Source: an optimization exercise on an open RTL-to-GDS flow (aim: small area, a short achievable clock period and few clock cycles). Production flows keep margins and buffers that such runs may drop.
At most, simulation tests tie the RTL to the original design; equivalence was not proved.

Setup of lane 1:
## mod_mult_m_23
module mod_mult_m_23 (
  input  wire        clk,
  input  wire        rst,
  input  wire        in_valid,
  input  wire [22:0] input_data0,
  input  wire [22:0] input_data1,
  output wire        out_valid,
  output reg  [22:0] output_data
);
  reg [22:0] a_r;
  reg [4:0] valid_pipe;
  reg be2;
  reg be3;
  reg be4;
  wire p5;
  wire p6;
  wire p8;
  wire p10;
  wire p12;
  wire p14;
  wire p16;
  wire p18;
  wire p20;
  wire p22;
  wire p24;
  wire p26;
  wire p28;
  wire p30;
  wire p32;
  wire p34;
  wire p36;
  wire p38;
  wire p40;
  wire p42;
  wire p44;
  wire p46;
  wire p48;
  wire p50;
  reg be53;
  reg be54;
  reg be55;
  wire p56;
  wire p57;
  wire p59;
  wire p61;
  wire p63;
  wire p65;
  wire p67;
  wire p69;
  wire p71;
  wire p73;
  wire p75;
  wire p77;
  wire p79;
  wire p81;
  wire p83;
  wire p85;
  wire p87;
  wire p89;
  wire p91;
  wire p93;
  wire p95;
  wire p97;
  wire p99;
  wire p101;
  reg be104;
  reg be105;
  reg be106;
  wire p107;
  wire p108;
  wire p110;
  wire p112;
  wire p114;
  wire p116;
  wire p118;
  wire p120;
  wire p122;
  wire p124;
  wire p126;
  wire p128;
  wire p130;
  wire p132;
  wire p134;
  wire p136;
  wire p138;
  wire p140;
  wire p142;
  wire p144;
  wire p146;
  wire p148;
  wire p150;
  wire p152;
  reg be155;
  reg be156;
  reg be157;
  wire p158;
  wire p159;
  wire p161;
  wire p163;
  wire p165;
  wire p167;
  wire p169;
  wire p171;
  wire p173;
  wire p175;
  wire p177;
  wire p179;
  wire p181;
  wire p183;
  wire p185;
  wire p187;
  wire p189;
  wire p191;
  wire p193;
  wire p195;
  wire p197;
  wire p199;
  wire p201;
  wire p203;
  reg be206;
  reg be207;
  reg be208;
  wire p209;
  wire p210;
  wire p212;
  wire p214;
  wire p216;
  wire p218;
  wire p220;
  wire p222;
  wire p224;
  wire p226;
  wire p228;
  wire p230;
  wire p232;
  wire p234;
  wire p236;
  wire p238;
  wire p240;
  wire p242;
  wire p244;
  wire p246;
  wire p248;
  wire p250;
  wire p252;
  wire p254;
  reg be257;
  reg be258;
  reg be259;
  wire p260;
  wire p261;
  wire p263;
  wire p265;
  wire p267;
  wire p269;
  wire p271;
  wire p273;
  wire p275;
  wire p277;
  wire p279;
  wire p281;
  wire p283;
  wire p285;
  ...
For scale: roughly 1,800 cells after synthesis, about 73 I/O pins.
Settings: LEC_CHECK=0, CAP_MARGIN=5, CORE_MARGIN=2, CORE_UTILIZATION=50, CTS_BUF_LIST=sky130_fd_sc_hd__clkbuf_4 sky130_fd_sc_hd__clkbuf_8, SETUP_SLACK_MARGIN=4.4, SLEW_MARGIN=5, SYNTH_HIERARCHICAL=1; clock period 7.5 ns.
standard.sh (not shown) runs the stock make flow with config.mk's settings and CLKGATE_MAP_FILE= SYNTH_SCRIPT=/design/flow/synth_recipe.tcl, a recipe that flattens the netlist after the stock synthesis.
==> flow/flow/run.sh <==
#!/bin/bash
# Own flow: the standard synthesis, then every combinational cell set to its
# smallest drive strength (timing repair upsizes where the margin needs it), then
# the standard layout with port buffers of the smallest buffer cell.
set -euo pipefail
bash standard.sh synth > synth.log 2>&1
R=orfs/results/sky130hd/mod_mult_m_23/base
cp $R/1_2_yosys.v 1_2_yosys.orig.v
python3 flow/downsize.py $R/1_2_yosys.v $FLOW_HOME/platforms/sky130hd/lib/sky130_fd_sc_hd__tt_025C_1v80.lib > downsize.log 2>&1
rm -f $R/1_synth.odb $R/1_synth.sdc
bash standard.sh "BUFFER_PORTS_ARGS=-buffer_cell sky130_fd_sc_hd__buf_1" finish > layout.log 2>&1
==> flow/flow/downsize.py <==
#!/usr/bin/env python3
"""Set every combinational cell of the synthesized netlist to its smallest drive
strength (same function and pins); timing repair later upsizes where needed.
Flip-flops and other sequential cells are left as synthesis made them.
usage: downsize.py NETLIST LIBERTY"""
import re, sys
net, lib = sys.argv[1], sys.argv[2]
lt = open(lib).read()
cells = set(re.findall(r'cell\s*\(\s*"?(sky130_fd_sc_hd__\w+?)"?\s*\)', lt))
seq = set(m for m in cells if re.search(r'__(df|dl|sdf|edf|sdl|lpflow|clk|probe|conb|tap|fill|decap|diode)', m))
txt = open(net).read()
count = {}
def repl(m):
    base, drv = m.group(1), m.group(2)
    full = base + '_' + drv
    if full in seq or base + '_1' in seq:
        return m.group(0)
    for small in ('0', '1'):
        cand = base + '_' + small
        if cand in cells and cand != full and int(small) < int(drv):
            count[full + '->' + cand] = count.get(full + '->' + cand, 0) + 1
            return cand + m.group(3)
    return m.group(0)
txt2 = re.sub(r'\b(sky130_fd_sc_hd__[a-z0-9]+?)_(\d+)(\s+[\\\w])', repl, txt)
open(net, 'w').write(txt2)
for k, v in sorted(count.items()):
    print(v, k)
Testbench counts of lane 1, summed over its fixed seeds: cycles 24,040.
## Diff of input files: lane 2 against lane 1
- swapping 5 for 20 in CAP_MARGIN
- swapping 5 for 20 in SLEW_MARGIN
--- outcome ---
On total vias in the final route, lane 2 and lane 1 are basically level. Diff lane 1 -> lane 2: setup slack went up by 0.027 ns, antenna diode count was more or less identical. Lane 2 vs lane 1, post-route cell area went up by about 0.32%. Summary of lane 2 over lane 1: maximum clock rate went up by about 0.9%. Diff lane 1..lane 2 | final cell count | negligible. Register-to-register slack, lane 2 and lane 1, lower one = lane 1. Lane 2: global-route wire length before repair 1.1% below lane 1.
The following lists how lane 3 was set up differently from lane 2:
- CAP_MARGIN changed from 20 to 5
- GPL_ROUTABILITY_DRIVEN newly set to 0
- SLEW_MARGIN changed from 20 to 5
- CTS_BUF_LIST removed (was sky130_fd_sc_hd__clkbuf_4 sky130_fd_sc_hd__clkbuf_8)
--- outcome ---
Compared with lane 2, lane 3 shows a lower via count of the first global-routing pass.
Lane 3 gives less worst setup margin than lane 2 did.
For count of sequential standard cells, lane 3 and lane 2 come out practically identical.
Lane 3 vs lane 2, critical path launch point: be564 vs a_r[7]
Lane 3 ended up with a higher wire length of the first global-routing pass than lane 2 did.
Lane 3 against lane 2; number of DRC markers in iteration 0 is up by a little under 10%.
Delta (lane 3 minus lane 2): floorplan die height essentially unchanged, wire length after detailed routing saw a decrease.

mod_mult_m_23 again, from the RTL that the note above started with.
==> flow/config.mk <==
export PLATFORM = sky130hd
export DESIGN_NAME = mod_mult_m_23
export DESIGN_NICKNAME = mod_mult_m_23
export VERILOG_FILES = /design/flow/design.v
export SDC_FILE = /design/flow/constraint.sdc
export NUM_CORES = 4
export LEC_CHECK = 0
export CAP_MARGIN = 20
export CORE_MARGIN = 2
export CORE_UTILIZATION = 55
export SETUP_SLACK_MARGIN = 4.4
export SLEW_MARGIN = 20
export SYNTH_HIERARCHICAL = 1
==> flow/constraint.sdc <==
create_clock -name core_clock -period 7.5 [get_ports {clk}]
set_input_delay 1.5000 -clock core_clock [delete_from_list [all_inputs] [get_ports {clk}]]
set_output_delay 1.5000 -clock core_clock [all_outputs]
set_load 0.01 [all_outputs]
Scripts as last shown in full above: flow/flow/run.sh, flow/flow/downsize.py
Testbench counts at the start, summed over its fixed seeds: cycles 24,040.
Change:
--- a/flow/config.mk
+++ b/flow/config.mk
@@ -9,4 +9,4 @@
 export CORE_MARGIN = 2
-export CORE_UTILIZATION = 55
-export SETUP_SLACK_MARGIN = 4.4
+export CORE_UTILIZATION = 50
+export SETUP_SLACK_MARGIN = 4.2
 export SLEW_MARGIN = 20
Effect:
- clock skew rose by 4.6 ps
- core utilization goes down by 5.6 points
- hold slack improves by 3.4 ps
- final cell count goes up by 0.85%
- via count goes up by about 0.7%
- worst setup slack loses 91 ps
- critical path depth is unchanged

Setup of run A:
mod_mult_m_23, a different RTL version from the one above (not shown whole).
Size in the first run: roughly 1700 cells after synthesis, roughly 0.022 mm^2 of cells after synthesis.
// mod_mult_m_23
module mod_mult_m_23 (
  input  wire        clk,
  input  wire        rst,
  input  wire        in_valid,
  input  wire [22:0] input_data0,
  input  wire [22:0] input_data1,
  output wire        out_valid,
  output reg  [22:0] output_data
);
clock: 7.5 ns
lec_check: 0
cap_margin: 20
core_margin: 2
core_utilization: 55
setup_slack_margin: 4.2
slew_margin: 20
synth_hierarchical: 1
run.sh (not shown) runs the stock make flow with config.mk's settings and CLKGATE_MAP_FILE= SYNTH_SCRIPT=/design/flow/synth_recipe.tcl, a recipe that flattens the netlist after the stock synthesis.
Stock flow here: none of the scripts above is used.
Run A ended with every stage complete and zero timing, DRC or antenna violations.
## Diff of input files: run B against run A
Settings: changing SETUP_SLACK_MARGIN from 4.2 to 3.8; changing CORE_UTILIZATION from 55 to 50.
==> flow/flow/run.sh (new file) <==
#!/bin/bash
# Own flow: the standard synthesis, then every combinational cell set to its
# smallest drive strength (timing repair upsizes where the margin needs it), then
# the standard layout with port buffers of the smallest buffer cell.
set -euo pipefail
bash standard.sh synth > synth.log 2>&1
R=orfs/results/sky130hd/mod_mult_m_23/base
cp $R/1_2_yosys.v 1_2_yosys.orig.v
python3 flow/downsize.py $R/1_2_yosys.v $FLOW_HOME/platforms/sky130hd/lib/sky130_fd_sc_hd__tt_025C_1v80.lib > downsize.log 2>&1
rm -f $R/1_synth.odb $R/1_synth.sdc
bash standard.sh "BUFFER_PORTS_ARGS=-buffer_cell sky130_fd_sc_hd__buf_1" finish > layout.log 2>&1
==> flow/flow/downsize.py (new file) <==
#!/usr/bin/env python3
"""Set every combinational cell of the synthesized netlist to its smallest drive
strength (same function and pins); timing repair later upsizes where needed.
Flip-flops and other sequential cells are left as synthesis made them.
usage: downsize.py NETLIST LIBERTY"""
import re, sys
net, lib = sys.argv[1], sys.argv[2]
lt = open(lib).read()
cells = set(re.findall(r'cell\s*\(\s*"?(sky130_fd_sc_hd__\w+?)"?\s*\)', lt))
seq = set(m for m in cells if re.search(r'__(df|dl|sdf|edf|sdl|lpflow|clk|probe|conb|tap|fill|decap|diode)', m))
txt = open(net).read()
count = {}
def repl(m):
    base, drv = m.group(1), m.group(2)
    full = base + '_' + drv
    if full in seq or base + '_1' in seq:
        return m.group(0)
    for small in ('0', '1'):
        cand = base + '_' + small
        if cand in cells and cand != full and int(small) < int(drv):
            count[full + '->' + cand] = count.get(full + '->' + cand, 0) + 1
            return cand + m.group(3)
    return m.group(0)
txt2 = re.sub(r'\b(sky130_fd_sc_hd__[a-z0-9]+?)_(\d+)(\s+[\\\w])', repl, txt)
open(net, 'w').write(txt2)
for k, v in sorted(count.items()):
    print(v, k)
==> flow/standard.sh (new file) <==
#!/bin/bash
# synth_recipe.tcl (not shown) runs the flow's synth.tcl, then flattens the netlist and writes it again
# the make line also repeats each setting of config.mk as NAME=value (left out here)
make -C /OpenROAD-flow-scripts/flow DESIGN_CONFIG=/design/flow/config.mk WORK_HOME=/design/flow/orfs CLKGATE_MAP_FILE= SYNTH_SCRIPT=/design/flow/synth_recipe.tcl "${@:-finish}"
removed: flow/run.sh
## What came out
Looking only at instance area at placement, and setting everything else aside, the higher value of run A and run B goes to run A.
On run B: routing usage on met3 is 4.3 points lower than what run A gave.
The achievable frequency of run B was inferior to that of run A.
[compare] base=run A new=run B: first-pass iteration count of the detailed router now larger; reported max-cap violation count comparable.
First-iteration DRC count shrinks by more than 10% when moving from run A to run B.
Run A has a higher area after synthesis than run B.
For run C, these inputs were changed with respect to run B:
Settings: SETUP_SLACK_MARGIN now 4.6, was 3.8.
==> flow/run.sh (new file) <==
#!/bin/bash
# synth_recipe.tcl (not shown) runs the flow's synth.tcl, then flattens the netlist and writes it again
# the make line also repeats each setting of config.mk as NAME=value (left out here)
make -C /OpenROAD-flow-scripts/flow DESIGN_CONFIG=/design/flow/config.mk WORK_HOME=/design/flow/orfs CLKGATE_MAP_FILE= SYNTH_SCRIPT=/design/flow/synth_recipe.tcl finish
removed: flow/flow/run.sh
removed: flow/flow/downsize.py
removed: flow/standard.sh
--- outcome ---
Run C: done, clean on timing, DRC and antenna
No stage failed in run B, and the final checks on the layout all came back clean.
[run C vs run B] layout overhead on the synthesized area: higher in run C
The starting density of the core reported for run C is greater than that of run B by 0.17 points.
Final standard cell utilization of the core was lower in run B than in run C.
When run C is measured against run B, its global-route wire length before repair turns out 24% higher.
Cell type of the slowest stage on the worst timing path = sky130_fd_sc_hd__fa_2: run C; cell type of the slowest stage on the worst timing path = sky130_fd_sc_hd__fa_1: run B
Looking at wire length after detailed routing, run C sits 16000 um above run B.
From run B to run C the numbers moved as follows: non-clock inverter count in the final layout shows no meaningful change, count of clock-buffer cells in the layout shows a reduction of about 2.4%.
Function was not checked in any run of this note: the RTL went through the layout flow alone.

-- port drivers added, routing unchanged --
No port has a modelled driver above. Below, the same layouts with a new extraction and two added sets of constraints.
Step 1 assumes that a clkbuf_16 drives the clock port and a buf_2 every other input.
Step 2 times the ports against the registers' clock, not the clock port: input delays grow and output delays shrink by t, the midpoint of the rising clock arrivals with the driver on.
Slacks: ideal / step 1 / step 2; pairs: ideal / step 1.
run | shift t [ns] | setup slack, ns | hold WS [ns] | worst slew at a driven data input, ns | cell pins on the clock port's net
lane 1 | 0.690 | 4.437 / 4.437 / 4.437 | 0.346 / 0.346 / 0.346 | 0.05 | 1
lane 2 | 0.692 | 4.464 / 4.464 / 4.464 | 0.352 / 0.352 / 0.352 | 0.06 | 1
lane 3 | 0.597 | 4.458 / 4.458 / 4.458 | 0.355 / 0.355 / 0.355 | 0.06 | 1
the first run of note 2 | 0.599 | 4.445 / 4.445 / 4.445 | 0.349 / 0.349 / 0.349 | 0.05 | 1
the second run of note 2 | 0.605 | 4.354 / 4.354 / 4.354 | 0.352 / 0.352 / 0.352 | 0.05 | 1
run A | 0.650 | 3.916 / 3.916 / 3.916 | 0.352 / 0.352 / 0.352 | 0.06 | 1
run B | 0.648 | 3.883 / 3.883 / 3.883 | 0.352 / 0.352 / 0.352 | 0.06 | 1
run C | 0.661 | 3.905 / 3.905 / 3.905 | 0.350 / 0.350 / 0.350 | 0.05 | 1
After both steps every run listed still meets setup and hold.
